Source: an optimization exercise on an open RTL-to-GDS flow (aim: small area and a short achievable clock period). Production flows keep margins and buffers that such runs may drop.
At most, simulation tests tie the RTL to the original design; equivalence was not proved.
Function not checked in run 1: the RTL went through the layout flow alone.
Power figures rest on the tool's default switching activity, not on a simulated workload.

## flow/design.v (module list and top-level ports; edited modules follow where they fit)
// module top: 21 lines
// module roba_mid: 17 lines
// module roba_expx: 43 lines
// module roba_expy: 29 lines
// module roba_por: 20 lines
// module roba_in: 185 lines
// module roba_sha: 155 lines
// module roba_shb: 121 lines
// module roba_add: 419 lines
// module g_inv: 1 lines
// module g_nand2: 1 lines
// module g_nor2: 1 lines
// module g_xor2: 1 lines
// module g_xnor2: 1 lines
// module g_a21oi: 1 lines
// module g_o21ai: 1 lines
// module g_o22ai: 1 lines
// module g_nor3: 1 lines
// module g_nor4: 1 lines
// module g_and4: 1 lines
// module g_nand3: 1 lines
// module g_nand4: 1 lines
// module g_a22o: 1 lines
// module g_a31oi: 1 lines
// module g_a41oi: 1 lines
module top (
    input             clk,
    input      [15:0] x,
    input      [15:0] y,
    output reg [31:0] Q_p
);
  // ...
==> flow/flow/run.sh <==
#!/bin/bash
# Own layout flow: the standard ORFS flow with these changes:
#  - synthesis keeps the modules named in KEEP (flattened again at the end, as the standard flow's script
#    does) so that ABC maps each with a script of its own (ABC_PLAN: module:script pairs);
#  - ports get PORT_BUF buffers;
#  - timing repair aims SETUP_MARGIN ns below the clock period.
# Every tool's output goes to a log file in the work folder (and ORFS's own logs under orfs/logs).
set -euo pipefail
WORK=$(pwd)
FLOWDIR=$WORK/flow
source $FLOWDIR/settings.sh

cp config.mk my_config.mk
cat >> my_config.mk <<EOC
export SETUP_SLACK_MARGIN = ${SETUP_MARGIN}
export TNS_END_PERCENT = 100
export BUFFER_PORTS_ARGS = -buffer_cell ${PORT_BUF}
export SYNTH_KEEP_MODULES = ${KEEP:-}
EOC
[ -n "${EXTRA_MK:-}" ] && printf '%b\n' "$EXTRA_MK" >> my_config.mk

# synthesis script: the standard flow's, with abc run once per module of ABC_PLAN, each with its own script
{
  echo "proc abc {args} {"
  echo "  set i [lsearch -exact \$args -script]"
  echo "  foreach {mod scr} {${ABC_PLAN}} {"
  echo "    set a \$args"
  echo "    lset a [expr {\$i + 1}] $FLOWDIR/\$scr"
  echo "    if {[string match roba_exp* \$mod]} { foreach c {${EXP_DU:-}} { lappend a -dont_use \$c } }"
  echo "    yosys abc {*}\$a \$mod"
  echo "  }"
  echo "}"
  cat synth_recipe.tcl
} > my_synth.tcl

make -C "$FLOW_HOME" DESIGN_CONFIG=$WORK/my_config.mk WORK_HOME=$WORK/orfs CLKGATE_MAP_FILE= \
  SYNTH_SCRIPT=$WORK/my_synth.tcl finish > $WORK/make_finish.log 2>&1

RES=$WORK/orfs/results/$FLOW_PLATFORM/top/base
: # left out here: write the final layout as DEF
==> flow/flow/amap.abc <==
strash; dch -f; amap
==> flow/flow/exp.abc <==
strash; dch -f; map -D 900; topo; buffer -N 8; upsize -D 900; dnsize -D 900; stime -p
==> flow/flow/gate.abc <==
strash; map -a
==> flow/flow/settings.sh <==
SETUP_MARGIN=9.75
PORT_BUF=sky130_fd_sc_hd__buf_1
KEEP="roba_expx roba_expy g_a21oi g_inv g_nand2 g_nor2 g_nor3 g_o21ai g_o22ai g_xnor2 g_xor2 "
ABC_PLAN="roba_expx exp.abc roba_expy exp.abc g_* gate.abc top amap.abc"
EXTRA_MK='export ADDER_MAP_FILE =
export CTS_BUF_LIST = sky130_fd_sc_hd__clkbuf_8
export CTS_CLUSTER_SIZE = 32
export CTS_CLUSTER_DIAMETER = 60
export SKIP_GATE_CLONING = 1
export REMOVE_ABC_BUFFERS = 1'
EXP_DU="sky130_fd_sc_hd__nor4_* sky130_fd_sc_hd__nor3_* sky130_fd_sc_hd__or4_* sky130_fd_sc_hd__or3_* sky130_fd_sc_hd__a211oi_* sky130_fd_sc_hd__a2111oi_* sky130_fd_sc_hd__o2111ai_* sky130_fd_sc_hd__a311oi_* sky130_fd_sc_hd__o311ai_* sky130_fd_sc_hd__a41oi_* sky130_fd_sc_hd__o41ai_* sky130_fd_sc_hd__nor4b_* sky130_fd_sc_hd__nor3b_* sky130_fd_sc_hd__or2_* sky130_fd_sc_hd__and4_* sky130_fd_sc_hd__a221oi_* sky130_fd_sc_hd__o221ai_*"
==> flow/standard.sh <==
#!/bin/bash
# synth_recipe.tcl (not shown) runs the flow's synth.tcl, then flattens the netlist and writes it again
# the make line also repeats each setting of config.mk as NAME=value (left out here)
make -C /OpenROAD-flow-scripts/flow DESIGN_CONFIG=/design/flow/config.mk WORK_HOME=/design/flow/orfs CLKGATE_MAP_FILE= SYNTH_SCRIPT=/design/flow/synth_recipe.tcl "${@:-finish}"
==> flow/config.mk <==
export PLATFORM = sky130hd
export DESIGN_NAME = top
export DESIGN_NICKNAME = top
export VERILOG_FILES = /design/flow/design.v
export SDC_FILE = /design/flow/constraint.sdc
export NUM_CORES = 8
export LEC_CHECK = 0
export CAP_MARGIN = 20
export CORE_MARGIN = 2
export CORE_UTILIZATION = 40
export SLEW_MARGIN = 20
==> flow/constraint.sdc <==
create_clock -name core_clock -period 14.0 [get_ports {clk}]
set_input_delay 2.8000 -clock core_clock [delete_from_list [all_inputs] [get_ports {clk}]]
set_output_delay 2.8000 -clock core_clock [all_outputs]
set_load 0.01 [all_outputs]
==> notes.md, run 1 <==
status=finished clean; Simple-Gate Fraction of Synth Area=0.252; H-tree depth=3; worst-case clock buffer depth=2; Reg area=1300 um^2; Hold Fails Final Rpt=0; FF-to-FF End=Q_p[26]; max FFs per register=32; WP buf/inv=4; share of the synthesized area in the top cell type=0.215; routing usage on met2=0.379; worst hold start=s_r; antenna diode count=0; number of setup buffers added after CTS=2; met1 wire length=8360 um; yosys warns=2; critical path depth in cells=21; slowest CP cell=dfxtp_1; grt total ovfl=0; non-clk buf share=0.0487; Place WS=8640 ps; final core utilization=0.482; Seq/Total Area, Yosys=0.215; final instance area=7060 um^2; initial antenna violation count=0; Startpoint Class=register; top cells by count, synth=nor2_1, nand2_1, o22ai_1; first-pass GRT wire length=29100 um; cts bufs inserted=9; Comb pwr share=0.548; worst setup margin=9970 ps; Mapped Cells=949; hold_buf cts=0; Core Area=14600 um^2
==> run 2: changes to the inputs <==
==> flow/design.v (replaced) <==
`timescale 1ns / 1ps
module top (
    input             clk,
    input      [15:0] x,
    input      [15:0] y,
    output reg [31:0] Q_p
);
  wire [15:0] ax, ay;
  wire        s;
  roba_in u_in (.x(x), .y(y), .ax(ax), .ay(ay), .s(s));
  reg  [15:0] ax_r, ay_r;
  reg         s_r;
  always @(posedge clk) begin
    ax_r <= ax;
    ay_r <= ay;
    s_r  <= s;
  end
  wire [30:0] p;
  roba_mid u_mid (.ax(ax_r), .ay(ay_r), .s(s_r), .p(p));
  always @(posedge clk)
    Q_p <= {s_r, p};
endmodule
module roba_mid (
    input  [15:0] ax,
    input  [15:0] ay,
    input         s,
    output [30:0] p
);
  wire        nzx = |ax;
  wire        nzy = |ay;
  wire [3:0]  ex, ey;
  wire [13:0] dx;
  roba_expx rx (.a(ax), .nz(nzy), .e(ex), .d(dx));
  roba_expy ry (.a(ay), .e(ey));
  wire [30:0] A, B;
  roba_sha sha (.d(ay & {16{nzx}}), .e(ex), .o(A));    
  roba_shb shb (.d(dx), .e(ey), .o(B));                 
  roba_add add (.a(A), .b(B), .inv(s), .s(p));
endmodule
module roba_expx (
    input  [15:0] a,
    input         nz,
    output [3:0]  e,
    output [13:0] d
);
  wire [15:0] m;
  wire [15:0] ar, orr;    
  genvar j;
  generate
    for (j = 0; j < 16; j = j + 1) begin : g_r
      assign ar[j] = a[15-j];
      assign m[15-j] = (j == 0) ? 1'b0 : orr[j-1];
    end
  endgenerate
  roba_por #(.N(16)) por (.i(ar), .o(orr));
  wire [16:1] ge;
  assign ge[1]  = m[0];
  assign ge[2]  = m[1];
  generate
    for (j = 3; j < 16; j = j + 1) begin : g_ge
      assign ge[j] = m[j-1] | (a[j-1] & a[j-2]);
    end
  endgenerate
  assign ge[16] = 1'b0;
  assign e[3] = ge[8];
  assign e[2] = ge[4] & ~ge[8] | ge[12];
  assign e[1] = ge[2] & ~ge[4] | ge[6] & ~ge[8] | ge[10] & ~ge[12] | ge[14];
  assign e[0] = ge[1] & ~ge[2] | ge[3] & ~ge[4] | ge[5] & ~ge[6] | ge[7] & ~ge[8]
              | ge[9] & ~ge[10] | ge[11] & ~ge[12] | ge[13] & ~ge[14] | ge[15];
  wire [15:3] upt;
  generate
    for (j = 3; j < 16; j = j + 1) begin : g_up
      assign upt[j] = a[j-1] & a[j-2] & ~m[j-1];
    end
  endgenerate
  wire up = |upt;
  generate
    for (j = 0; j < 14; j = j + 1) begin : g_d
      assign d[j] = nz & (m[j] ? a[j] : up);
    end
  endgenerate
endmodule
module roba_expy (
    input  [15:0] a,
    output [3:0]  e
);
  wire [15:0] m;
  wire [15:0] ar, orr;    
  genvar j;
  generate
    for (j = 0; j < 16; j = j + 1) begin : g_r
      assign ar[j] = a[15-j];
      assign m[15-j] = (j == 0) ? 1'b0 : orr[j-1];
    end
  endgenerate
  roba_por #(.N(16)) por (.i(ar), .o(orr));
  wire [16:1] ge;
  assign ge[1]  = m[0];
  assign ge[2]  = m[1];
  generate
    for (j = 3; j < 16; j = j + 1) begin : g_ge
      assign ge[j] = m[j-1] | (a[j-1] & a[j-2]);
    end
  endgenerate
  assign ge[16] = 1'b0;
  assign e[3] = ge[8];
  assign e[2] = ge[4] & ~ge[8] | ge[12];
  assign e[1] = ge[2] & ~ge[4] | ge[6] & ~ge[8] | ge[10] & ~ge[12] | ge[14];
  assign e[0] = ge[1] & ~ge[2] | ge[3] & ~ge[4] | ge[5] & ~ge[6] | ge[7] & ~ge[8]
              | ge[9] & ~ge[10] | ge[11] & ~ge[12] | ge[13] & ~ge[14] | ge[15];
endmodule
module roba_por #(parameter N = 16, parameter L = 4) (
    input  [N-1:0] i,
    output [N-1:0] o
);
  wire [N-1:0] t [0:L];
  assign t[0] = i;
  genvar l, k;
  generate
    for (l = 0; l < L; l = l + 1) begin : lv
      for (k = 0; k < N; k = k + 1) begin : bt
        if ((k >> l) & 1) begin : op
          assign t[l+1][k] = t[l][k] | t[l][((k >> l) << l) - 1];
        end else begin : pass
          assign t[l+1][k] = t[l][k];
        end
      end
    end
  endgenerate
  assign o = t[L];
endmodule
module roba_in (
    input  [15:0] x,
    input  [15:0] y,
    output [15:0] ax,
    output [15:0] ay,
    output        s
);
  wire o_1, o_2, o_3, o_4, o_5, o_6, o_7, o_8, i_9, o_10, o_11, i_12, o_13, o_14, i_15, o_16, o_17, i_18, o_19, o_20, o_21, i_22, o_23, o_24, o_25, o_26, i_27, o_28, o_29, o_30, i_31, o_32, o_33, o_34, o_35, o_36, o_37, o_38, o_39, t_40, a_41, i_42, t_43, a_44, t_45, a_46, t_47, a_48, t_49, a_50, t_51, a_52, t_53, a_54, t_55, a_56, t_57, a_58, t_59, a_60, t_61, a_62, t_63, a_64, t_65, a_66, t_67, a_68, t_69, a_70, o_71, o_72, o_73, o_74, o_75, o_76, o_77, o_78, i_79, o_80, o_81, i_82, o_83, o_84, i_85, o_86, o_87, i_88, o_89, o_90, o_91, i_92, o_93, o_94, o_95, o_96, i_97, o_98, o_99, o_100, i_101, o_102, o_103, o_104, o_105, o_106, o_107, o_108, o_109, t_110, a_111, i_112, t_113, a_114, t_115, a_116, t_117, a_118, t_119, a_120, t_121, a_122, t_123, a_124, t_125, a_126, t_127, a_128, t_129, a_130, t_131, a_132, t_133, a_134, t_135, a_136, t_137, a_138, t_139, a_140, sx_141, i_142, i_143;
  g_nor2 u1 (x[1], x[0], o_1);
  g_nor2 u2 (x[3], x[2], o_2);
  g_nor2 u3 (x[5], x[4], o_3);
  g_nor2 u4 (x[7], x[6], o_4);
  g_nor2 u5 (x[9], x[8], o_5);
  g_nor2 u6 (x[11], x[10], o_6);
  g_nor2 u7 (x[13], x[12], o_7);
  g_nor2 u8 (x[15], x[14], o_8);
  g_inv u9 (o_1, i_9);
  g_nor2 u10 (x[2], i_9, o_10);
  g_nand2 u11 (o_2, o_1, o_11);
  g_inv u12 (o_3, i_12);
  g_nor2 u13 (x[6], i_12, o_13);
  g_nand2 u14 (o_4, o_3, o_14);
  g_inv u15 (o_5, i_15);
  g_nor2 u16 (x[10], i_15, o_16);
  g_nand2 u17 (o_6, o_5, o_17);
  g_inv u18 (o_7, i_18);
  g_nor2 u19 (x[14], i_18, o_19);
  g_nand2 u20 (o_8, o_7, o_20);
  g_nor2 u21 (x[4], o_11, o_21);
  g_inv u22 (o_11, i_22);
  g_nand2 u23 (o_3, i_22, o_23);
  g_nand2 u24 (o_13, i_22, o_24);
  g_nor2 u25 (o_14, o_11, o_25);
  g_nor2 u26 (x[12], o_17, o_26);
  g_inv u27 (o_17, i_27);
  g_nand2 u28 (o_7, i_27, o_28);
  g_nand2 u29 (o_19, i_27, o_29);
  g_nor2 u30 (o_20, o_17, o_30);
  g_inv u31 (o_25, i_31);
  g_nor2 u32 (x[8], i_31, o_32);
  g_nand2 u33 (o_5, o_25, o_33);
  g_nand2 u34 (o_16, o_25, o_34);
  g_nor2 u35 (o_17, i_31, o_35);
  g_nand2 u36 (o_26, o_25, o_36);
  g_nor2 u37 (o_28, i_31, o_37);
  g_nor2 u38 (o_29, i_31, o_38);
  g_nand2 u39 (o_30, o_25, o_39);
  g_nand2 u40 (x[15], x[0], t_40);
  g_xnor2 u41 (x[1], t_40, a_41);
  g_inv u42 (x[15], i_42);
  g_nor2 u43 (i_42, o_1, t_43);
  g_xor2 u44 (x[2], t_43, a_44);
  g_nor2 u45 (i_42, o_10, t_45);
  g_xor2 u46 (x[3], t_45, a_46);
  g_nand2 u47 (x[15], o_11, t_47);
  g_xnor2 u48 (x[4], t_47, a_48);
  g_nor2 u49 (i_42, o_21, t_49);
  g_xor2 u50 (x[5], t_49, a_50);
  g_nand2 u51 (x[15], o_23, t_51);
  g_xnor2 u52 (x[6], t_51, a_52);
  g_nand2 u53 (x[15], o_24, t_53);
  g_xnor2 u54 (x[7], t_53, a_54);
  g_nor2 u55 (i_42, o_25, t_55);
  g_xor2 u56 (x[8], t_55, a_56);
  g_nor2 u57 (i_42, o_32, t_57);
  g_xor2 u58 (x[9], t_57, a_58);
  g_nand2 u59 (x[15], o_33, t_59);
  g_xnor2 u60 (x[10], t_59, a_60);
  g_nand2 u61 (x[15], o_34, t_61);
  g_xnor2 u62 (x[11], t_61, a_62);
  g_nor2 u63 (i_42, o_35, t_63);
  g_xor2 u64 (x[12], t_63, a_64);
  g_nand2 u65 (x[15], o_36, t_65);
  g_xnor2 u66 (x[13], t_65, a_66);
  g_nor2 u67 (i_42, o_37, t_67);
  g_xor2 u68 (x[14], t_67, a_68);
  g_nor2 u69 (i_42, o_38, t_69);
  g_xor2 u70 (x[15], t_69, a_70);
  g_nor2 u71 (y[1], y[0], o_71);
  g_nor2 u72 (y[3], y[2], o_72);
  g_nor2 u73 (y[5], y[4], o_73);
  g_nor2 u74 (y[7], y[6], o_74);
  g_nor2 u75 (y[9], y[8], o_75);
  g_nor2 u76 (y[11], y[10], o_76);
  g_nor2 u77 (y[13], y[12], o_77);
  g_nor2 u78 (y[15], y[14], o_78);
  g_inv u79 (o_71, i_79);
  g_nor2 u80 (y[2], i_79, o_80);
  g_nand2 u81 (o_72, o_71, o_81);
  g_inv u82 (o_73, i_82);
  g_nor2 u83 (y[6], i_82, o_83);
  g_nand2 u84 (o_74, o_73, o_84);
  g_inv u85 (o_75, i_85);
  g_nor2 u86 (y[10], i_85, o_86);
  g_nand2 u87 (o_76, o_75, o_87);
  g_inv u88 (o_77, i_88);
  g_nor2 u89 (y[14], i_88, o_89);
  g_nand2 u90 (o_78, o_77, o_90);
  g_nor2 u91 (y[4], o_81, o_91);
  g_inv u92 (o_81, i_92);
  g_nand2 u93 (o_73, i_92, o_93);
  g_nand2 u94 (o_83, i_92, o_94);
  g_nor2 u95 (o_84, o_81, o_95);
  g_nor2 u96 (y[12], o_87, o_96);
  g_inv u97 (o_87, i_97);
  g_nand2 u98 (o_77, i_97, o_98);
  g_nand2 u99 (o_89, i_97, o_99);
  g_nor2 u100 (o_90, o_87, o_100);
  g_inv u101 (o_95, i_101);
  g_nor2 u102 (y[8], i_101, o_102);
  g_nand2 u103 (o_75, o_95, o_103);
  g_nand2 u104 (o_86, o_95, o_104);
  g_nor2 u105 (o_87, i_101, o_105);
  g_nand2 u106 (o_96, o_95, o_106);
  g_nor2 u107 (o_98, i_101, o_107);
  g_nor2 u108 (o_99, i_101, o_108);
  g_nand2 u109 (o_100, o_95, o_109);
  g_nand2 u110 (y[15], y[0], t_110);
  g_xnor2 u111 (y[1], t_110, a_111);
  g_inv u112 (y[15], i_112);
  g_nor2 u113 (i_112, o_71, t_113);
  g_xor2 u114 (y[2], t_113, a_114);
  g_nor2 u115 (i_112, o_80, t_115);
  g_xor2 u116 (y[3], t_115, a_116);
  g_nand2 u117 (y[15], o_81, t_117);
  g_xnor2 u118 (y[4], t_117, a_118);
  g_nor2 u119 (i_112, o_91, t_119);
  g_xor2 u120 (y[5], t_119, a_120);
  g_nand2 u121 (y[15], o_93, t_121);
  g_xnor2 u122 (y[6], t_121, a_122);
  g_nand2 u123 (y[15], o_94, t_123);
  g_xnor2 u124 (y[7], t_123, a_124);
  g_nor2 u125 (i_112, o_95, t_125);
  g_xor2 u126 (y[8], t_125, a_126);
  g_nor2 u127 (i_112, o_102, t_127);
  g_xor2 u128 (y[9], t_127, a_128);
  g_nand2 u129 (y[15], o_103, t_129);
  g_xnor2 u130 (y[10], t_129, a_130);
  g_nand2 u131 (y[15], o_104, t_131);
  g_xnor2 u132 (y[11], t_131, a_132);
  g_nor2 u133 (i_112, o_105, t_133);
  g_xor2 u134 (y[12], t_133, a_134);
  g_nand2 u135 (y[15], o_106, t_135);
  g_xnor2 u136 (y[13], t_135, a_136);
  g_nor2 u137 (i_112, o_107, t_137);
  g_xor2 u138 (y[14], t_137, a_138);
  g_nor2 u139 (i_112, o_108, t_139);
  g_xor2 u140 (y[15], t_139, a_140);
  g_xnor2 u141 (x[15], y[15], sx_141);
  g_inv u142 (o_39, i_142);
  g_inv u143 (o_109, i_143);
  assign ax[0] = x[0];
  assign ax[1] = a_41;
  assign ax[2] = a_44;
  assign ax[3] = a_46;
  assign ax[4] = a_48;
  assign ax[5] = a_50;
  assign ax[6] = a_52;
  assign ax[7] = a_54;
  assign ax[8] = a_56;
  assign ax[9] = a_58;
  assign ax[10] = a_60;
  assign ax[11] = a_62;
  assign ax[12] = a_64;
  assign ax[13] = a_66;
  assign ax[14] = a_68;
  assign ax[15] = a_70;
  assign ay[0] = y[0];
  assign ay[1] = a_111;
  assign ay[2] = a_114;
  assign ay[3] = a_116;
  assign ay[4] = a_118;
  assign ay[5] = a_120;
  assign ay[6] = a_122;
  assign ay[7] = a_124;
  assign ay[8] = a_126;
  assign ay[9] = a_128;
  assign ay[10] = a_130;
  assign ay[11] = a_132;
  assign ay[12] = a_134;
  assign ay[13] = a_136;
  assign ay[14] = a_138;
  assign ay[15] = a_140;
  g_nor3 gs (sx_141, i_142, i_143, s);
endmodule
module roba_sha (
    input  [15:0] d,
    input  [3:0]  e,
    output [30:0] o
);
  wire en_1, en_2, en_3, en_4, sh_5, sh_6, sh_7, sh_8, sh_9, sh_10, sh_11, sh_12, sh_13, sh_14, sh_15, sh_16, sh_17, sh_18, sh_19, sh_20, sh_21, sh_22, sh_23, sh_24, sh_25, sh_26, sh_27, sh_28, sh_29, sh_30, sh_31, sh_32, sh_33, sh_34, sh_35, sh_36, sh_37, sh_38, sh_39, sh_40, sh_41, sh_42, sh_43, sh_44, sh_45, sh_46, sh_47, sh_48, sh_49, sh_50, sh_51, sh_52, sh_53, sh_54, sh_55, sh_56, sh_57, sh_58, sh_59, sh_60, sh_61, sh_62, sh_63, sh_64, sh_65, sh_66, sh_67, sh_68, sh_69, sh_70, sh_71, sh_72, sh_73, sh_74, sh_75, sh_76, sh_77, sh_78, sh_79, sh_80, sh_81, sh_82, sh_83, sh_84, sh_85, sh_86, sh_87, sh_88, sh_89, sh_90, sh_91, sh_92, sh_93, sh_94;
  g_inv u1 (e[0], en_1);
  g_inv u2 (e[1], en_2);
  g_inv u3 (e[2], en_3);
  g_inv u4 (e[3], en_4);
  g_nand2 u5 (en_1, d[0], sh_5);
  g_o22ai u6 (d[0], en_1, d[1], e[0], sh_6);
  g_o22ai u7 (d[1], en_1, d[2], e[0], sh_7);
  g_o22ai u8 (d[2], en_1, d[3], e[0], sh_8);
  g_o22ai u9 (d[3], en_1, d[4], e[0], sh_9);
  g_o22ai u10 (d[4], en_1, d[5], e[0], sh_10);
  g_o22ai u11 (d[5], en_1, d[6], e[0], sh_11);
  g_o22ai u12 (d[6], en_1, d[7], e[0], sh_12);
  g_o22ai u13 (d[7], en_1, d[8], e[0], sh_13);
  g_o22ai u14 (d[8], en_1, d[9], e[0], sh_14);
  g_o22ai u15 (d[9], en_1, d[10], e[0], sh_15);
  g_o22ai u16 (d[10], en_1, d[11], e[0], sh_16);
  g_o22ai u17 (d[11], en_1, d[12], e[0], sh_17);
  g_o22ai u18 (d[12], en_1, d[13], e[0], sh_18);
  g_o22ai u19 (d[13], en_1, d[14], e[0], sh_19);
  g_o22ai u20 (d[14], en_1, d[15], e[0], sh_20);
  g_nand2 u21 (e[0], d[15], sh_21);
  g_nor2 u22 (e[1], sh_5, sh_22);
  g_nor2 u23 (e[1], sh_6, sh_23);
  g_o22ai u24 (sh_5, en_2, sh_7, e[1], sh_24);
  g_o22ai u25 (sh_6, en_2, sh_8, e[1], sh_25);
  g_o22ai u26 (sh_7, en_2, sh_9, e[1], sh_26);
  g_o22ai u27 (sh_8, en_2, sh_10, e[1], sh_27);
  g_o22ai u28 (sh_9, en_2, sh_11, e[1], sh_28);
  g_o22ai u29 (sh_10, en_2, sh_12, e[1], sh_29);
  g_o22ai u30 (sh_11, en_2, sh_13, e[1], sh_30);
  g_o22ai u31 (sh_12, en_2, sh_14, e[1], sh_31);
  g_o22ai u32 (sh_13, en_2, sh_15, e[1], sh_32);
  g_o22ai u33 (sh_14, en_2, sh_16, e[1], sh_33);
  g_o22ai u34 (sh_15, en_2, sh_17, e[1], sh_34);
  g_o22ai u35 (sh_16, en_2, sh_18, e[1], sh_35);
  g_o22ai u36 (sh_17, en_2, sh_19, e[1], sh_36);
  g_o22ai u37 (sh_18, en_2, sh_20, e[1], sh_37);
  g_o22ai u38 (sh_19, en_2, sh_21, e[1], sh_38);
  g_nor2 u39 (en_2, sh_20, sh_39);
  g_nor2 u40 (en_2, sh_21, sh_40);
  g_nand2 u41 (en_3, sh_22, sh_41);
  g_nand2 u42 (en_3, sh_23, sh_42);
  g_nand2 u43 (en_3, sh_24, sh_43);
  g_nand2 u44 (en_3, sh_25, sh_44);
  g_o22ai u45 (sh_22, en_3, sh_26, e[2], sh_45);
  g_o22ai u46 (sh_23, en_3, sh_27, e[2], sh_46);
  g_o22ai u47 (sh_24, en_3, sh_28, e[2], sh_47);
  g_o22ai u48 (sh_25, en_3, sh_29, e[2], sh_48);
  g_o22ai u49 (sh_26, en_3, sh_30, e[2], sh_49);
  g_o22ai u50 (sh_27, en_3, sh_31, e[2], sh_50);
  g_o22ai u51 (sh_28, en_3, sh_32, e[2], sh_51);
  g_o22ai u52 (sh_29, en_3, sh_33, e[2], sh_52);
  g_o22ai u53 (sh_30, en_3, sh_34, e[2], sh_53);
  g_o22ai u54 (sh_31, en_3, sh_35, e[2], sh_54);
  g_o22ai u55 (sh_32, en_3, sh_36, e[2], sh_55);
  g_o22ai u56 (sh_33, en_3, sh_37, e[2], sh_56);
  g_o22ai u57 (sh_34, en_3, sh_38, e[2], sh_57);
  g_o22ai u58 (sh_35, en_3, sh_39, e[2], sh_58);
  g_o22ai u59 (sh_36, en_3, sh_40, e[2], sh_59);
  g_nand2 u60 (e[2], sh_37, sh_60);
  g_nand2 u61 (e[2], sh_38, sh_61);
  g_nand2 u62 (e[2], sh_39, sh_62);
  g_nand2 u63 (e[2], sh_40, sh_63);
  g_nor2 u64 (e[3], sh_41, sh_64);
  g_nor2 u65 (e[3], sh_42, sh_65);
  g_nor2 u66 (e[3], sh_43, sh_66);
  g_nor2 u67 (e[3], sh_44, sh_67);
  g_nor2 u68 (e[3], sh_45, sh_68);
  g_nor2 u69 (e[3], sh_46, sh_69);
  g_nor2 u70 (e[3], sh_47, sh_70);
  g_nor2 u71 (e[3], sh_48, sh_71);
  g_o22ai u72 (sh_41, en_4, sh_49, e[3], sh_72);
  g_o22ai u73 (sh_42, en_4, sh_50, e[3], sh_73);
  g_o22ai u74 (sh_43, en_4, sh_51, e[3], sh_74);
  g_o22ai u75 (sh_44, en_4, sh_52, e[3], sh_75);
  g_o22ai u76 (sh_45, en_4, sh_53, e[3], sh_76);
  g_o22ai u77 (sh_46, en_4, sh_54, e[3], sh_77);
  g_o22ai u78 (sh_47, en_4, sh_55, e[3], sh_78);
  g_o22ai u79 (sh_48, en_4, sh_56, e[3], sh_79);
  g_o22ai u80 (sh_49, en_4, sh_57, e[3], sh_80);
  g_o22ai u81 (sh_50, en_4, sh_58, e[3], sh_81);
  g_o22ai u82 (sh_51, en_4, sh_59, e[3], sh_82);
  g_o22ai u83 (sh_52, en_4, sh_60, e[3], sh_83);
  g_o22ai u84 (sh_53, en_4, sh_61, e[3], sh_84);
  g_o22ai u85 (sh_54, en_4, sh_62, e[3], sh_85);
  g_o22ai u86 (sh_55, en_4, sh_63, e[3], sh_86);
  g_nor2 u87 (en_4, sh_56, sh_87);
  g_nor2 u88 (en_4, sh_57, sh_88);
  g_nor2 u89 (en_4, sh_58, sh_89);
  g_nor2 u90 (en_4, sh_59, sh_90);
  g_nor2 u91 (en_4, sh_60, sh_91);
  g_nor2 u92 (en_4, sh_61, sh_92);
  g_nor2 u93 (en_4, sh_62, sh_93);
  g_nor2 u94 (en_4, sh_63, sh_94);
  assign o[0] = sh_64;
  assign o[1] = sh_65;
  assign o[2] = sh_66;
  assign o[3] = sh_67;
  assign o[4] = sh_68;
  assign o[5] = sh_69;
  assign o[6] = sh_70;
  assign o[7] = sh_71;
  assign o[8] = sh_72;
  assign o[9] = sh_73;
  assign o[10] = sh_74;
  assign o[11] = sh_75;
  assign o[12] = sh_76;
  assign o[13] = sh_77;
  assign o[14] = sh_78;
  assign o[15] = sh_79;
  assign o[16] = sh_80;
  assign o[17] = sh_81;
  assign o[18] = sh_82;
  assign o[19] = sh_83;
  assign o[20] = sh_84;
  assign o[21] = sh_85;
  assign o[22] = sh_86;
  assign o[23] = sh_87;
  assign o[24] = sh_88;
  assign o[25] = sh_89;
  assign o[26] = sh_90;
  assign o[27] = sh_91;
  assign o[28] = sh_92;
  assign o[29] = sh_93;
  assign o[30] = sh_94;
endmodule
module roba_shb (
    input  [13:0] d,
    input  [3:0]  e,
    output [30:0] o
);
  wire en_1, en_2, en_3, en_4, sn_5, sh_6, sh_7, sh_8, sh_9, sh_10, sh_11, sh_12, sh_13, sh_14, sh_15, sh_16, sh_17, sh_18, sh_19, sh_20, sh_21, sh_22, sh_23, sh_24, sh_25, sh_26, sh_27, sh_28, sh_29, sh_30, sh_31, sh_32, sh_33, sh_34, sh_35, sh_36, sh_37, sh_38, sh_39, sh_40, sh_41, sh_42, sh_43, sh_44, sh_45, sh_46, sh_47, sh_48, sh_49, sh_50, sh_51, sh_52, sh_53, sh_54, sh_55, sh_56, sh_57, sh_58, sh_59, sh_60, sh_61, sh_62, sh_63, sh_64, sh_65, sh_66, sh_67, sh_68, sh_69, sh_70, sh_71, sh_72, sh_73, sh_74, sh_75, sh_76, sh_77, sh_78, sh_79, sh_80, sh_81, sh_82, sh_83;
  g_inv u1 (e[0], en_1);
  g_inv u2 (e[1], en_2);
  g_inv u3 (e[2], en_3);
  g_inv u4 (e[3], en_4);
  g_inv u5 (d[13], sn_5);
  g_nand2 u6 (en_1, d[0], sh_6);
  g_o22ai u7 (d[0], en_1, d[1], e[0], sh_7);
  g_o22ai u8 (d[1], en_1, d[2], e[0], sh_8);
  g_o22ai u9 (d[2], en_1, d[3], e[0], sh_9);
  g_o22ai u10 (d[3], en_1, d[4], e[0], sh_10);
  g_o22ai u11 (d[4], en_1, d[5], e[0], sh_11);
  g_o22ai u12 (d[5], en_1, d[6], e[0], sh_12);
  g_o22ai u13 (d[6], en_1, d[7], e[0], sh_13);
  g_o22ai u14 (d[7], en_1, d[8], e[0], sh_14);
  g_o22ai u15 (d[8], en_1, d[9], e[0], sh_15);
  g_o22ai u16 (d[9], en_1, d[10], e[0], sh_16);
  g_o22ai u17 (d[10], en_1, d[11], e[0], sh_17);
  g_o22ai u18 (d[11], en_1, d[12], e[0], sh_18);
  g_o22ai u19 (d[12], en_1, d[13], e[0], sh_19);
  g_nor2 u20 (e[1], sh_6, sh_20);
  g_nor2 u21 (e[1], sh_7, sh_21);
  g_o22ai u22 (sh_6, en_2, sh_8, e[1], sh_22);
  g_o22ai u23 (sh_7, en_2, sh_9, e[1], sh_23);
  g_o22ai u24 (sh_8, en_2, sh_10, e[1], sh_24);
  g_o22ai u25 (sh_9, en_2, sh_11, e[1], sh_25);
  g_o22ai u26 (sh_10, en_2, sh_12, e[1], sh_26);
  g_o22ai u27 (sh_11, en_2, sh_13, e[1], sh_27);
  g_o22ai u28 (sh_12, en_2, sh_14, e[1], sh_28);
  g_o22ai u29 (sh_13, en_2, sh_15, e[1], sh_29);
  g_o22ai u30 (sh_14, en_2, sh_16, e[1], sh_30);
  g_o22ai u31 (sh_15, en_2, sh_17, e[1], sh_31);
  g_o22ai u32 (sh_16, en_2, sh_18, e[1], sh_32);
  g_o22ai u33 (sh_17, en_2, sh_19, e[1], sh_33);
  g_o22ai u34 (sh_18, en_2, sn_5, e[1], sh_34);
  g_o22ai u35 (sh_19, en_2, sn_5, e[1], sh_35);
  g_nand2 u36 (en_3, sh_20, sh_36);
  g_nand2 u37 (en_3, sh_21, sh_37);
  g_nand2 u38 (en_3, sh_22, sh_38);
  g_nand2 u39 (en_3, sh_23, sh_39);
  g_o22ai u40 (sh_20, en_3, sh_24, e[2], sh_40);
  g_o22ai u41 (sh_21, en_3, sh_25, e[2], sh_41);
  g_o22ai u42 (sh_22, en_3, sh_26, e[2], sh_42);
  g_o22ai u43 (sh_23, en_3, sh_27, e[2], sh_43);
  g_o22ai u44 (sh_24, en_3, sh_28, e[2], sh_44);
  g_o22ai u45 (sh_25, en_3, sh_29, e[2], sh_45);
  g_o22ai u46 (sh_26, en_3, sh_30, e[2], sh_46);
  g_o22ai u47 (sh_27, en_3, sh_31, e[2], sh_47);
  g_o22ai u48 (sh_28, en_3, sh_32, e[2], sh_48);
  g_o22ai u49 (sh_29, en_3, sh_33, e[2], sh_49);
  g_o22ai u50 (sh_30, en_3, sh_34, e[2], sh_50);
  g_o22ai u51 (sh_31, en_3, sh_35, e[2], sh_51);
  g_o22ai u52 (sh_32, en_3, d[13], e[2], sh_52);
  g_o22ai u53 (sh_33, en_3, d[13], e[2], sh_53);
  g_o22ai u54 (sh_34, en_3, d[13], e[2], sh_54);
  g_o22ai u55 (sh_35, en_3, d[13], e[2], sh_55);
  g_nor2 u56 (e[3], sh_36, sh_56);
  g_nor2 u57 (e[3], sh_37, sh_57);
  g_nor2 u58 (e[3], sh_38, sh_58);
  g_nor2 u59 (e[3], sh_39, sh_59);
  g_nor2 u60 (e[3], sh_40, sh_60);
  g_nor2 u61 (e[3], sh_41, sh_61);
  g_nor2 u62 (e[3], sh_42, sh_62);
  g_nor2 u63 (e[3], sh_43, sh_63);
  g_o22ai u64 (sh_36, en_4, sh_44, e[3], sh_64);
  g_o22ai u65 (sh_37, en_4, sh_45, e[3], sh_65);
  g_o22ai u66 (sh_38, en_4, sh_46, e[3], sh_66);
  g_o22ai u67 (sh_39, en_4, sh_47, e[3], sh_67);
  g_o22ai u68 (sh_40, en_4, sh_48, e[3], sh_68);
  g_o22ai u69 (sh_41, en_4, sh_49, e[3], sh_69);
  g_o22ai u70 (sh_42, en_4, sh_50, e[3], sh_70);
  g_o22ai u71 (sh_43, en_4, sh_51, e[3], sh_71);
  g_o22ai u72 (sh_44, en_4, sh_52, e[3], sh_72);
  g_o22ai u73 (sh_45, en_4, sh_53, e[3], sh_73);
  g_o22ai u74 (sh_46, en_4, sh_54, e[3], sh_74);
  g_o22ai u75 (sh_47, en_4, sh_55, e[3], sh_75);
  g_o22ai u76 (sh_48, en_4, sn_5, e[3], sh_76);
  g_o22ai u77 (sh_49, en_4, sn_5, e[3], sh_77);
  g_o22ai u78 (sh_50, en_4, sn_5, e[3], sh_78);
  g_o22ai u79 (sh_51, en_4, sn_5, e[3], sh_79);
  g_o22ai u80 (sh_52, en_4, sn_5, e[3], sh_80);
  g_o22ai u81 (sh_53, en_4, sn_5, e[3], sh_81);
  g_o22ai u82 (sh_54, en_4, sn_5, e[3], sh_82);
  g_o22ai u83 (sh_55, en_4, sn_5, e[3], sh_83);
  assign o[0] = sh_56;
  assign o[1] = sh_57;
  assign o[2] = sh_58;
  assign o[3] = sh_59;
  assign o[4] = sh_60;
  assign o[5] = sh_61;
  assign o[6] = sh_62;
  assign o[7] = sh_63;
  assign o[8] = sh_64;
  assign o[9] = sh_65;
  assign o[10] = sh_66;
  assign o[11] = sh_67;
  assign o[12] = sh_68;
  assign o[13] = sh_69;
  assign o[14] = sh_70;
  assign o[15] = sh_71;
  assign o[16] = sh_72;
  assign o[17] = sh_73;
  assign o[18] = sh_74;
  assign o[19] = sh_75;
  assign o[20] = sh_76;
  assign o[21] = sh_77;
  assign o[22] = sh_78;
  assign o[23] = sh_79;
  assign o[24] = sh_80;
  assign o[25] = sh_81;
  assign o[26] = sh_82;
  assign o[27] = sh_83;
  assign o[28] = d[13];
  assign o[29] = d[13];
  assign o[30] = d[13];
endmodule
module roba_add (
    input  [30:0] a,
    input  [30:0] b,
    input         inv,
    output [30:0] s
);
  wire g_1, h_2, p_3, g_4, h_5, p_6, g_7, h_8, p_9, g_10, h_11, p_12, g_13, h_14, p_15, g_16, h_17, p_18, g_19, h_20, p_21, g_22, h_23, p_24, g_25, h_26, p_27, g_28, h_29, p_30, g_31, h_32, p_33, g_34, h_35, p_36, g_37, h_38, p_39, g_40, h_41, p_42, g_43, h_44, p_45, g_46, h_47, p_48, g_49, h_50, p_51, g_52, h_53, p_54, g_55, h_56, p_57, g_58, h_59, p_60, g_61, h_62, p_63, g_64, h_65, p_66, g_67, h_68, p_69, g_70, h_71, p_72, g_73, h_74, p_75, g_76, h_77, p_78, g_79, h_80, p_81, g_82, h_83, p_84, g_85, h_86, p_87, g_88, h_89, p_90, g_91, h_92, p_93, G_94, G_95, P_96, G_97, P_98, G_99, P_100, G_101, P_102, G_103, P_104, G_105, P_106, G_107, P_108, G_109, P_110, G_111, P_112, G_113, P_114, G_115, P_116, G_117, P_118, G_119, P_120, G_121, P_122, i_123, G_124, G_125, i_126, G_127, i_128, P_129, G_130, P_131, i_132, G_133, i_134, P_135, G_136, P_137, i_138, G_139, i_140, P_141, G_142, P_143, i_144, G_145, i_146, P_147, G_148, P_149, i_150, G_151, i_152, P_153, G_154, P_155, i_156, G_157, i_158, P_159, G_160, P_161, i_162, G_163, i_164, P_165, G_166, i_167, G_168, G_169, G_170, G_171, P_172, i_173, G_174, i_175, P_176, G_177, P_178, G_179, P_180, G_181, P_182, i_183, G_184, i_185, P_186, G_187, P_188, G_189, P_190, G_191, P_192, i_193, G_194, i_195, P_196, G_197, P_198, i_199, G_200, G_201, G_202, G_203, G_204, G_205, G_206, G_207, i_208, G_209, i_210, P_211, G_212, P_213, G_214, P_215, G_216, P_217, G_218, P_219, G_220, P_221, G_222, P_223, G_224, i_225, G_226, G_227, G_228, G_229, G_230, G_231, G_232, G_233, G_234, G_235, G_236, G_237, G_238, G_239, hs_240, hs_241, o_242, hs_243, o_244, hs_245, o_246, hs_247, o_248, hs_249, o_250, hs_251, o_252, hs_253, o_254, hs_255, o_256, hs_257, o_258, hs_259, o_260, hs_261, o_262, hs_263, o_264, hs_265, o_266, hs_267, o_268, hs_269, o_270, hs_271, o_272, hs_273, o_274, hs_275, o_276, hs_277, o_278, hs_279, o_280, hs_281, o_282, hs_283, o_284, hs_285, o_286, hs_287, o_288, hs_289, o_290, hs_291, o_292, hs_293, o_294, hs_295, o_296, hs_297, o_298, hs_299, o_300;
  g_nand2 u1 (a[0], b[0], g_1);
  g_xnor2 u2 (a[0], b[0], h_2);
  g_nor2 u3 (a[0], b[0], p_3);
  g_nand2 u4 (a[1], b[1], g_4);
  g_xnor2 u5 (a[1], b[1], h_5);
  g_nor2 u6 (a[1], b[1], p_6);
  g_nand2 u7 (a[2], b[2], g_7);
  g_xnor2 u8 (a[2], b[2], h_8);
  g_nor2 u9 (a[2], b[2], p_9);
  g_nand2 u10 (a[3], b[3], g_10);
  g_xnor2 u11 (a[3], b[3], h_11);
  g_nor2 u12 (a[3], b[3], p_12);
  g_nand2 u13 (a[4], b[4], g_13);
  g_xnor2 u14 (a[4], b[4], h_14);
  g_nor2 u15 (a[4], b[4], p_15);
  g_nand2 u16 (a[5], b[5], g_16);
  g_xnor2 u17 (a[5], b[5], h_17);
  g_nor2 u18 (a[5], b[5], p_18);
  g_nand2 u19 (a[6], b[6], g_19);
  g_xnor2 u20 (a[6], b[6], h_20);
  g_nor2 u21 (a[6], b[6], p_21);
  g_nand2 u22 (a[7], b[7], g_22);
  g_xnor2 u23 (a[7], b[7], h_23);
  g_nor2 u24 (a[7], b[7], p_24);
  g_nand2 u25 (a[8], b[8], g_25);
  g_xnor2 u26 (a[8], b[8], h_26);
  g_nor2 u27 (a[8], b[8], p_27);
  g_nand2 u28 (a[9], b[9], g_28);
  g_xnor2 u29 (a[9], b[9], h_29);
  g_nor2 u30 (a[9], b[9], p_30);
  g_nand2 u31 (a[10], b[10], g_31);
  g_xnor2 u32 (a[10], b[10], h_32);
  g_nor2 u33 (a[10], b[10], p_33);
  g_nand2 u34 (a[11], b[11], g_34);
  g_xnor2 u35 (a[11], b[11], h_35);
  g_nor2 u36 (a[11], b[11], p_36);
  g_nand2 u37 (a[12], b[12], g_37);
  g_xnor2 u38 (a[12], b[12], h_38);
  g_nor2 u39 (a[12], b[12], p_39);
  g_nand2 u40 (a[13], b[13], g_40);
  g_xnor2 u41 (a[13], b[13], h_41);
  g_nor2 u42 (a[13], b[13], p_42);
  g_nand2 u43 (a[14], b[14], g_43);
  g_xnor2 u44 (a[14], b[14], h_44);
  g_nor2 u45 (a[14], b[14], p_45);
  g_nand2 u46 (a[15], b[15], g_46);
  g_xnor2 u47 (a[15], b[15], h_47);
  g_nor2 u48 (a[15], b[15], p_48);
  g_nand2 u49 (a[16], b[16], g_49);
  g_xnor2 u50 (a[16], b[16], h_50);
  g_nor2 u51 (a[16], b[16], p_51);
  g_nand2 u52 (a[17], b[17], g_52);
  g_xnor2 u53 (a[17], b[17], h_53);
  g_nor2 u54 (a[17], b[17], p_54);
  g_nand2 u55 (a[18], b[18], g_55);
  g_xnor2 u56 (a[18], b[18], h_56);
  g_nor2 u57 (a[18], b[18], p_57);
  g_nand2 u58 (a[19], b[19], g_58);
  g_xnor2 u59 (a[19], b[19], h_59);
  g_nor2 u60 (a[19], b[19], p_60);
  g_nand2 u61 (a[20], b[20], g_61);
  g_xnor2 u62 (a[20], b[20], h_62);
  g_nor2 u63 (a[20], b[20], p_63);
  g_nand2 u64 (a[21], b[21], g_64);
  g_xnor2 u65 (a[21], b[21], h_65);
  g_nor2 u66 (a[21], b[21], p_66);
  g_nand2 u67 (a[22], b[22], g_67);
  g_xnor2 u68 (a[22], b[22], h_68);
  g_nor2 u69 (a[22], b[22], p_69);
  g_nand2 u70 (a[23], b[23], g_70);
  g_xnor2 u71 (a[23], b[23], h_71);
  g_nor2 u72 (a[23], b[23], p_72);
  g_nand2 u73 (a[24], b[24], g_73);
  g_xnor2 u74 (a[24], b[24], h_74);
  g_nor2 u75 (a[24], b[24], p_75);
  g_nand2 u76 (a[25], b[25], g_76);
  g_xnor2 u77 (a[25], b[25], h_77);
  g_nor2 u78 (a[25], b[25], p_78);
  g_nand2 u79 (a[26], b[26], g_79);
  g_xnor2 u80 (a[26], b[26], h_80);
  g_nor2 u81 (a[26], b[26], p_81);
  g_nand2 u82 (a[27], b[27], g_82);
  g_xnor2 u83 (a[27], b[27], h_83);
  g_nor2 u84 (a[27], b[27], p_84);
  g_nand2 u85 (a[28], b[28], g_85);
  g_xnor2 u86 (a[28], b[28], h_86);
  g_nor2 u87 (a[28], b[28], p_87);
  g_nand2 u88 (a[29], b[29], g_88);
  g_xnor2 u89 (a[29], b[29], h_89);
  g_nor2 u90 (a[29], b[29], p_90);
  g_nand2 u91 (a[30], b[30], g_91);
  g_xnor2 u92 (a[30], b[30], h_92);
  g_nor2 u93 (a[30], b[30], p_93);
  g_o21ai u94 (p_6, g_1, g_4, G_94);
  g_o21ai u95 (p_12, g_7, g_10, G_95);
  g_nor2 u96 (p_12, p_9, P_96);
  g_o21ai u97 (p_18, g_13, g_16, G_97);
  g_nor2 u98 (p_18, p_15, P_98);
  g_o21ai u99 (p_24, g_19, g_22, G_99);
  g_nor2 u100 (p_24, p_21, P_100);
  g_o21ai u101 (p_30, g_25, g_28, G_101);
  g_nor2 u102 (p_30, p_27, P_102);
  g_o21ai u103 (p_36, g_31, g_34, G_103);
  g_nor2 u104 (p_36, p_33, P_104);
  g_o21ai u105 (p_42, g_37, g_40, G_105);
  g_nor2 u106 (p_42, p_39, P_106);
  g_o21ai u107 (p_48, g_43, g_46, G_107);
  g_nor2 u108 (p_48, p_45, P_108);
  g_o21ai u109 (p_54, g_49, g_52, G_109);
  g_nor2 u110 (p_54, p_51, P_110);
  g_o21ai u111 (p_60, g_55, g_58, G_111);
  g_nor2 u112 (p_60, p_57, P_112);
  g_o21ai u113 (p_66, g_61, g_64, G_113);
  g_nor2 u114 (p_66, p_63, P_114);
  g_o21ai u115 (p_72, g_67, g_70, G_115);
  g_nor2 u116 (p_72, p_69, P_116);
  g_o21ai u117 (p_78, g_73, g_76, G_117);
  g_nor2 u118 (p_78, p_75, P_118);
  g_o21ai u119 (p_84, g_79, g_82, G_119);
  g_nor2 u120 (p_84, p_81, P_120);
  g_o21ai u121 (p_90, g_85, g_88, G_121);
  g_nor2 u122 (p_90, p_87, P_122);
  g_inv u123 (G_94, i_123);
  g_o21ai u124 (p_9, i_123, g_7, G_124);
  g_a21oi u125 (P_96, G_94, G_95, G_125);
  g_inv u126 (G_97, i_126);
  g_o21ai u127 (p_21, i_126, g_19, G_127);
  g_inv u128 (P_98, i_128);
  g_nor2 u129 (p_21, i_128, P_129);
  g_a21oi u130 (P_100, G_97, G_99, G_130);
  g_nand2 u131 (P_100, P_98, P_131);
  g_inv u132 (G_101, i_132);
  g_o21ai u133 (p_33, i_132, g_31, G_133);
  g_inv u134 (P_102, i_134);
  g_nor2 u135 (p_33, i_134, P_135);
  g_a21oi u136 (P_104, G_101, G_103, G_136);
  g_nand2 u137 (P_104, P_102, P_137);
  g_inv u138 (G_105, i_138);
  g_o21ai u139 (p_45, i_138, g_43, G_139);
  g_inv u140 (P_106, i_140);
  g_nor2 u141 (p_45, i_140, P_141);
  g_a21oi u142 (P_108, G_105, G_107, G_142);
  g_nand2 u143 (P_108, P_106, P_143);
  g_inv u144 (G_109, i_144);
  g_o21ai u145 (p_57, i_144, g_55, G_145);
  g_inv u146 (P_110, i_146);
  g_nor2 u147 (p_57, i_146, P_147);
  g_a21oi u148 (P_112, G_109, G_111, G_148);
  g_nand2 u149 (P_112, P_110, P_149);
  g_inv u150 (G_113, i_150);
  g_o21ai u151 (p_69, i_150, g_67, G_151);
  g_inv u152 (P_114, i_152);
  g_nor2 u153 (p_69, i_152, P_153);
  g_a21oi u154 (P_116, G_113, G_115, G_154);
  g_nand2 u155 (P_116, P_114, P_155);
  g_inv u156 (G_117, i_156);
  g_o21ai u157 (p_81, i_156, g_79, G_157);
  g_inv u158 (P_118, i_158);
  g_nor2 u159 (p_81, i_158, P_159);
  g_a21oi u160 (P_120, G_117, G_119, G_160);
  g_nand2 u161 (P_120, P_118, P_161);
  g_inv u162 (G_121, i_162);
  g_o21ai u163 (p_93, i_162, g_91, G_163);
  g_inv u164 (P_122, i_164);
  g_nor2 u165 (p_93, i_164, P_165);
  g_o21ai u166 (p_15, G_125, g_13, G_166);
  g_inv u167 (G_125, i_167);
  g_a21oi u168 (P_98, i_167, G_97, G_168);
  g_a21oi u169 (P_129, i_167, G_127, G_169);
  g_o21ai u170 (P_131, G_125, G_130, G_170);
  g_o21ai u171 (p_39, G_136, g_37, G_171);
  g_nor2 u172 (p_39, P_137, P_172);
  g_inv u173 (G_136, i_173);
  g_a21oi u174 (P_106, i_173, G_105, G_174);
  g_inv u175 (P_137, i_175);
  g_nand2 u176 (P_106, i_175, P_176);
  g_a21oi u177 (P_141, i_173, G_139, G_177);
  g_nand2 u178 (P_141, i_175, P_178);
  g_o21ai u179 (P_143, G_136, G_142, G_179);
  g_nor2 u180 (P_143, P_137, P_180);
  g_o21ai u181 (p_63, G_148, g_61, G_181);
  g_nor2 u182 (p_63, P_149, P_182);
  g_inv u183 (G_148, i_183);
  g_a21oi u184 (P_114, i_183, G_113, G_184);
  g_inv u185 (P_149, i_185);
  g_nand2 u186 (P_114, i_185, P_186);
  g_a21oi u187 (P_153, i_183, G_151, G_187);
  g_nand2 u188 (P_153, i_185, P_188);
  g_o21ai u189 (P_155, G_148, G_154, G_189);
  g_nor2 u190 (P_155, P_149, P_190);
  g_o21ai u191 (p_87, G_160, g_85, G_191);
  g_nor2 u192 (p_87, P_161, P_192);
  g_inv u193 (G_160, i_193);
  g_a21oi u194 (P_122, i_193, G_121, G_194);
  g_inv u195 (P_161, i_195);
  g_nand2 u196 (P_122, i_195, P_196);
  g_a21oi u197 (P_165, i_193, G_163, G_197);
  g_nand2 u198 (P_165, i_195, P_198);
  g_inv u199 (G_170, i_199);
  g_o21ai u200 (p_27, i_199, g_25, G_200);
  g_a21oi u201 (P_102, G_170, G_101, G_201);
  g_a21oi u202 (P_135, G_170, G_133, G_202);
  g_o21ai u203 (P_137, i_199, G_136, G_203);
  g_a21oi u204 (P_172, G_170, G_171, G_204);
  g_o21ai u205 (P_176, i_199, G_174, G_205);
  g_o21ai u206 (P_178, i_199, G_177, G_206);
  g_a21oi u207 (P_180, G_170, G_179, G_207);
  g_inv u208 (G_189, i_208);
  g_o21ai u209 (p_75, i_208, g_73, G_209);
  g_inv u210 (P_190, i_210);
  g_nor2 u211 (p_75, i_210, P_211);
  g_a21oi u212 (P_118, G_189, G_117, G_212);
  g_nand2 u213 (P_118, P_190, P_213);
  g_a21oi u214 (P_159, G_189, G_157, G_214);
  g_nand2 u215 (P_159, P_190, P_215);
  g_o21ai u216 (P_161, i_208, G_160, G_216);
  g_nor2 u217 (P_161, i_210, P_217);
  g_a21oi u218 (P_192, G_189, G_191, G_218);
  g_nand2 u219 (P_192, P_190, P_219);
  g_o21ai u220 (P_196, i_208, G_194, G_220);
  g_nor2 u221 (P_196, i_210, P_221);
  g_o21ai u222 (P_198, i_208, G_197, G_222);
  g_nor2 u223 (P_198, i_210, P_223);
  g_o21ai u224 (p_51, G_207, g_49, G_224);
  g_inv u225 (G_207, i_225);
  g_a21oi u226 (P_110, i_225, G_109, G_226);
  g_a21oi u227 (P_147, i_225, G_145, G_227);
  g_o21ai u228 (P_149, G_207, G_148, G_228);
  g_a21oi u229 (P_182, i_225, G_181, G_229);
  g_o21ai u230 (P_186, G_207, G_184, G_230);
  g_o21ai u231 (P_188, G_207, G_187, G_231);
  g_a21oi u232 (P_190, i_225, G_189, G_232);
  g_a21oi u233 (P_211, i_225, G_209, G_233);
  g_o21ai u234 (P_213, G_207, G_212, G_234);
  g_o21ai u235 (P_215, G_207, G_214, G_235);
  g_a21oi u236 (P_217, i_225, G_216, G_236);
  g_o21ai u237 (P_219, G_207, G_218, G_237);
  g_a21oi u238 (P_221, i_225, G_220, G_238);
  g_a21oi u239 (P_223, i_225, G_222, G_239);
  g_xnor2 u240 (h_2, inv, hs_240);
  g_xnor2 u241 (h_5, inv, hs_241);
  g_xnor2 u242 (hs_241, g_1, o_242);
  g_xnor2 u243 (h_8, inv, hs_243);
  g_xor2 u244 (hs_243, G_94, o_244);
  g_xnor2 u245 (h_11, inv, hs_245);
  g_xor2 u246 (hs_245, G_124, o_246);
  g_xnor2 u247 (h_14, inv, hs_247);
  g_xnor2 u248 (hs_247, G_125, o_248);
  g_xnor2 u249 (h_17, inv, hs_249);
  g_xor2 u250 (hs_249, G_166, o_250);
  g_xnor2 u251 (h_20, inv, hs_251);
  g_xnor2 u252 (hs_251, G_168, o_252);
  g_xnor2 u253 (h_23, inv, hs_253);
  g_xnor2 u254 (hs_253, G_169, o_254);
  g_xnor2 u255 (h_26, inv, hs_255);
  g_xor2 u256 (hs_255, G_170, o_256);
  g_xnor2 u257 (h_29, inv, hs_257);
  g_xor2 u258 (hs_257, G_200, o_258);
  g_xnor2 u259 (h_32, inv, hs_259);
  g_xnor2 u260 (hs_259, G_201, o_260);
  g_xnor2 u261 (h_35, inv, hs_261);
  g_xnor2 u262 (hs_261, G_202, o_262);
  g_xnor2 u263 (h_38, inv, hs_263);
  g_xor2 u264 (hs_263, G_203, o_264);
  g_xnor2 u265 (h_41, inv, hs_265);
  g_xnor2 u266 (hs_265, G_204, o_266);
  g_xnor2 u267 (h_44, inv, hs_267);
  g_xor2 u268 (hs_267, G_205, o_268);
  g_xnor2 u269 (h_47, inv, hs_269);
  g_xor2 u270 (hs_269, G_206, o_270);
  g_xnor2 u271 (h_50, inv, hs_271);
  g_xnor2 u272 (hs_271, G_207, o_272);
  g_xnor2 u273 (h_53, inv, hs_273);
  g_xor2 u274 (hs_273, G_224, o_274);
  g_xnor2 u275 (h_56, inv, hs_275);
  g_xnor2 u276 (hs_275, G_226, o_276);
  g_xnor2 u277 (h_59, inv, hs_277);
  g_xnor2 u278 (hs_277, G_227, o_278);
  g_xnor2 u279 (h_62, inv, hs_279);
  g_xor2 u280 (hs_279, G_228, o_280);
  g_xnor2 u281 (h_65, inv, hs_281);
  g_xnor2 u282 (hs_281, G_229, o_282);
  g_xnor2 u283 (h_68, inv, hs_283);
  g_xor2 u284 (hs_283, G_230, o_284);
  g_xnor2 u285 (h_71, inv, hs_285);
  g_xor2 u286 (hs_285, G_231, o_286);
  g_xnor2 u287 (h_74, inv, hs_287);
  g_xnor2 u288 (hs_287, G_232, o_288);
  g_xnor2 u289 (h_77, inv, hs_289);
  g_xnor2 u290 (hs_289, G_233, o_290);
  g_xnor2 u291 (h_80, inv, hs_291);
  g_xor2 u292 (hs_291, G_234, o_292);
  g_xnor2 u293 (h_83, inv, hs_293);
  g_xor2 u294 (hs_293, G_235, o_294);
  g_xnor2 u295 (h_86, inv, hs_295);
  g_xnor2 u296 (hs_295, G_236, o_296);
  g_xnor2 u297 (h_89, inv, hs_297);
  g_xor2 u298 (hs_297, G_237, o_298);
  g_xnor2 u299 (h_92, inv, hs_299);
  g_xnor2 u300 (hs_299, G_238, o_300);
  assign s[0] = hs_240;
  assign s[1] = o_242;
  assign s[2] = o_244;
  assign s[3] = o_246;
  assign s[4] = o_248;
  assign s[5] = o_250;
  assign s[6] = o_252;
  assign s[7] = o_254;
  assign s[8] = o_256;
  assign s[9] = o_258;
  assign s[10] = o_260;
  assign s[11] = o_262;
  assign s[12] = o_264;
  assign s[13] = o_266;
  assign s[14] = o_268;
  assign s[15] = o_270;
  assign s[16] = o_272;
  assign s[17] = o_274;
  assign s[18] = o_276;
  assign s[19] = o_278;
  assign s[20] = o_280;
  assign s[21] = o_282;
  assign s[22] = o_284;
  assign s[23] = o_286;
  assign s[24] = o_288;
  assign s[25] = o_290;
  assign s[26] = o_292;
  assign s[27] = o_294;
  assign s[28] = o_296;
  assign s[29] = o_298;
  assign s[30] = o_300;
endmodule
module g_inv   (input a, output y);                   assign y = ~a;                      endmodule
module g_nand2 (input a, input b, output y);          assign y = ~(a & b);                endmodule
module g_nor2  (input a, input b, output y);          assign y = ~(a | b);                endmodule
module g_xor2  (input a, input b, output y);          assign y = a ^ b;                   endmodule
module g_xnor2 (input a, input b, output y);          assign y = ~(a ^ b);                endmodule
module g_a21oi (input a1, input a2, input b1, output y); assign y = ~((a1 & a2) | b1);    endmodule
module g_o21ai (input a1, input a2, input b1, output y); assign y = ~((a1 | a2) & b1);    endmodule
module g_o22ai (input a1, input a2, input b1, input b2, output y); assign y = ~((a1 | a2) & (b1 | b2)); endmodule
module g_nor3  (input a, input b, input c, output y); assign y = ~(a | b | c);          endmodule
module g_nor4  (input a, input b, input c, input d, output y); assign y = ~(a | b | c | d); endmodule
module g_and4  (input a, input b, input c, input d, output y); assign y = a & b & c & d;  endmodule
module g_and2  (input a, input b, output y);          assign y = a & b;                   endmodule
module g_nand3 (input a, input b, input c, output y); assign y = ~(a & b & c);          endmodule
module g_nand4 (input a, input b, input c, input d, output y); assign y = ~(a & b & c & d); endmodule
module g_a22o  (input a1, input a2, input b1, input b2, output y); assign y = (a1 & a2) | (b1 & b2); endmodule
module g_a31oi (input a1, input a2, input a3, input b1, output y); assign y = ~((a1 & a2 & a3) | b1); endmodule
module g_a41oi (input a1, input a2, input a3, input a4, input b1, output y); assign y = ~((a1 & a2 & a3 & a4) | b1); endmodule
--- a/flow/flow/run.sh
+++ b/flow/flow/run.sh
@@ -21,17 +21,16 @@
 
 # synthesis script: the standard flow's, with abc run once per module of ABC_PLAN, each with its own script
 {
   echo "proc abc {args} {"
   echo "  set i [lsearch -exact \$args -script]"
   echo "  foreach {mod scr} {${ABC_PLAN}} {"
   echo "    set a \$args"
   echo "    lset a [expr {\$i + 1}] $FLOWDIR/\$scr"
-  echo "    if {[string match roba_exp* \$mod]} { foreach c {${EXP_DU:-}} { lappend a -dont_use \$c } }"
   echo "    yosys abc {*}\$a \$mod"
   echo "  }"
   echo "}"
   cat synth_recipe.tcl
 } > my_synth.tcl
 
 make -C "$FLOW_HOME" DESIGN_CONFIG=$WORK/my_config.mk WORK_HOME=$WORK/orfs CLKGATE_MAP_FILE= \
   SYNTH_SCRIPT=$WORK/my_synth.tcl finish > $WORK/make_finish.log 2>&1
==> flow/flow/settings.sh (replaced) <==
SETUP_MARGIN=9.5
PORT_BUF=sky130_fd_sc_hd__buf_1
KEEP="roba_expx roba_expy g_a21oi g_inv g_nand2 g_nor2 g_nor3 g_o21ai g_o22ai g_xnor2 g_xor2 "
ABC_PLAN="roba_expx exp.abc roba_expy exp.abc g_* gate.abc top amap.abc"
EXTRA_MK='export ADDER_MAP_FILE =
export CTS_BUF_LIST = sky130_fd_sc_hd__clkbuf_8
export CTS_CLUSTER_SIZE = 32
export CTS_CLUSTER_DIAMETER = 60
export SKIP_GATE_CLONING = 1'
==> notes.md, run 2 <==
status=finished clean; slowest cell delay on critical path=430 ps; largest net degree at the start of global routing=33; starting DRC count in detailed routing=447; Worst Path Arrival=4510 ps; Mapped Cells=842 (-11%); critical path depth in cells=17 (-19%); drt total wl=14800 um; Slew HR=0.349; CP dominant cell by count=nor2_1; Die X=122 um; syn avg cell area=6.62 um^2; Largest regs=Q_p x32, ax_r x16, ay_r x16; H-tree depth=3 (unchanged); Net Sw Frac=0.419; IR drop worst, VDD=0.0000533 V; number of flops mapped to enable cells by yosys=0; R2R cell count=17; first-pass GRT wire length=23800 um (-18%); Worst Hold Class=reg2reg; Crit. End Element=register; Top-Level Pins=65; placed inst area=6050 um^2; Final Max Slew Viols=0; fillcell total=1458; synthesis-to-layout area growth=17.1%; hold_buf cts=0 (unchanged); initial core utilization=0.406; Place WS=8420 ps (-211 ps); crit path to=Q_p[17]; drt wl/cell=13.4 um; clk latency of the worst-skew pair=370 ps; WP buf/inv=3 (-1); antenna diode count=0 (unchanged); async set or reset register ratio after synthesis=0; chip height=122 um; Worst Max-Slew Pin Slew=977 ps; final setup fails=0; clk root buf=clkbuf_8; clock group share of total power=0.194; largest reg by FF count=Q_p; Comb pwr share=0.517 (-0.031); final setup TNS=0 ps; CP delay by family, top=compound AO/OA/AOI/OAI gates; Lkg Pwr=2.21 nW; share of the synthesized area in the top cell type=0.233 (+0.0185); FF-to-FF End=Q_p[17]; most frequent cells in the layout=nor2_1, nand2_1, o22ai_1; yosys warns=2 (unchanged); Reg area=1300 um^2 (unchanged); Int Power=0.519 mW; cts bufs inserted=9 (unchanged); floorplan row count=43; slowest CP cell=dfxtp_1; CTS tree=done; gr usage total=0.199; clk_skew=14.6 ps; final HPWL from detailed placement=11500 um; ys flop type=dfxtp_1; CP max FO=18; most numerous cell in the Yosys netlist=nor2_1; Multi-input gate area=4170 um^2; RD Place Congestion=0.917; Critical Path RT=14290 ps; clk sinks=65; #FFs+latches synth=65; DRC viols=0; die area=14900 um^2; drt via density=5.34; layout net count=956; worst setup margin=9780 ps (-190 ps); final core utilization=0.476 (-0.00627); CP cell instances=nor4_4, inv_1, a211oi_2, a22oi_1, nand3_2, clkinv_2, o22ai_1, o22ai_1, nor2_1, nor2_1, nor2_1, nand2_1, o21ai_4, a21oi_2, buf_4, o21ai_0, xor2_1; Sequential Power Share=0.289; initial antenna violation count=0 (unchanged); top cells by count, synth=nor2_1, o22ai_1, nand2_1; Core Area=13700 um^2 (-6.3%); share of cells above drive strength 1=0.0841; fin cells=1108; WS Path Type=reg2reg; final instance area=6530 um^2 (-7.5%); worst hold start=s_r; post-synthesis cell area=5570 um^2; Seq/Total Area, Yosys=0.233 (+0.0185); most common cell after layout, fill and taps aside=nor2_1; Area contributors post-synth=dfxtp_1, xnor2_1, o22ai_1, nor2_1, nand2_1; ANT nets after route=0; pwr dens=137 nW/um^2; grt total ovfl=0 (unchanged); Max Cap Viol=0; vias in the first global route=5022; origin of the critical flop-to-flop path=ax_r[7]; Cell variety after synth=37; drt first pass iters=5; max FFs per register=32 (unchanged); final cycle utilization of the critical path=0.302; worst-case clock buffer depth=2 (unchanged); area leader, netlist=dfxtp_1; Startpoint Class=register; fin crit period=4220 ps; Critical Path Source=ax_r[7]; IO Port Bufs=64; setup slack, reg-to-reg=9780 ps; Hold Fails Final Rpt=0 (unchanged); P_sw=0.374 mW; Vias=5917; Fmax achieved=237 MHz; RSZ-0062 raised after global routing=no; Clock transition at path regs=70 ps; placed cell count=1085
run 2: cell count changes after synthesis, sizes merged, moves of 3 or more:
cell | before | now
nand2 | 152 | 117
o21ai | 98 | 68
o22ai | 146 | 123
nor2 | 178 | 159
a21oi | 64 | 46
clkinv | 35 | 51
a31oi | 12 | 0
a41oi | 0 | 11
nor3 | 1 | 7
xnor2 | 88 | 92
xor2 | 35 | 31
and3 | 3 | 0
o2111ai | 0 | 3
run 2: Yosys stat by module, one instance, submodules excluded, a selection:
| module | area (um^2) | cells inside |
|---|---|---|
| g_xnor2 | 8.76 | 1 |
| g_xor2 | 8.76 | 1 |
| top | 1470 | 91 |
| roba_expy | 199 | 43 |
| g_nand2 | 3.75 | 1 |
| g_nor2 | 3.75 | 1 |
| g_inv | 3.75 | 1 |
| g_o22ai | 6.26 | 1 |
| g_o21ai | 5.00 | 1 |
| g_a21oi | 5.00 | 1 |
| g_nor3 | 5.00 | 1 |
run 2: timing repair:
item,CTS,global route
resized for setup,12,34
cloned,0,0
setup buffers,2,5
pin swaps,1,1
setup endpoints to repair,23,19
run 2: worst min path at each step:
stage,endpoint,slack (ps),cells after the start
detailed placement,Q_p[31],860,0
floorplan,Q_p[1],810,8
CTS,Q_p[31],870,0
global route,Q_p[31],890,0
global placement,Q_p[31],860,0
finish,Q_p[31],830,0
run 2: power groups by stage:
stage	Combinational (mW)	Sequential [mW]	Clock, mW
CTS	0.443	0.258	0.180
global placement	0.433	0.263	0
floorplan	0.322	0.275	0
finish	0.461	0.258	0.173
detailed placement	0.434	0.263	0
global route	0.510	0.264	0.186
run 2: metrics by stage:
| step | hold WS, ps | total power, mW |
|---|---|---|
| after floorplan | 813 | 0.597 |
| after global placement | 859 | 0.696 |
| after detailed placement | 861 | 0.697 |
| after CTS | 865 | 0.881 |
| after global routing | 890 | 0.960 |
| final | 828 | 0.892 |
run 2: logic make-up (layout without fill, tap and decap cells):
| family | after synthesis | count (layout) | synth area share |
|---|---|---|---|
| AO/OA/AOI/OAI | 259 | 259 | 0.278 |
| XOR/XNOR | 123 | 123 | 0.193 |
| buffers and inverters | 78 | 164 | 0.0545 |
| flip-flops | 65 | 65 | 0.233 |
| AND/OR/NAND/NOR | 317 | 317 | 0.241 |
run 2: area by class of cell:
cell class	count	area share
repair buffers	74	0.0495
inverters	74	0.0458
clock inverters	7	0.0132
well taps	180	0.0345
clock buffers	9	0.0190
multi-input cells	699	0.638
flip-flops and latches	65	0.200
run 2: metal layers:
layer | vias to the layer above | track usage | wire length, um
met1 | 2587 | 0.267 | 7110
li1 | 3103 | - | -
met4 | 0 | 0.0963 | 488
met3 | 37 | 0.0295 | 706
met2 | 190 | 0.312 | 6490
met5 | - | 0 | 0

## static timing again, ports no longer ideal
How much do the figures lean on ideal ports? The routed layouts below were timed once more, with nothing changed but the port constraints.
Step 1 assumes that a clkbuf_16 drives the clock port and a buf_2 every other input.
Step 2 adds t to the input delays and takes it off the output delays; t is the mean of the earliest and latest rising clock arrival at the registers after step 1. Input paths then give back, and output paths get back, about the clock's delay inside the block.
Slacks: no drivers / after step 1 / after step 2; pairs: no drivers / after step 1.
| run | t (ns) | setup WS [ns] | worst setup path at the end |
|---|---|---|---|
| run 1 | 0.400 | 9.968 / 9.968 / 9.675 | input to register |
| run 2 | 0.404 | 9.778 / 9.778 / 9.669 | input to register |
After both steps every run listed still meets setup and hold. The setup slack of run 1, which loses most, moves by 0.000 ns with the drivers and by -0.293 ns with both steps.
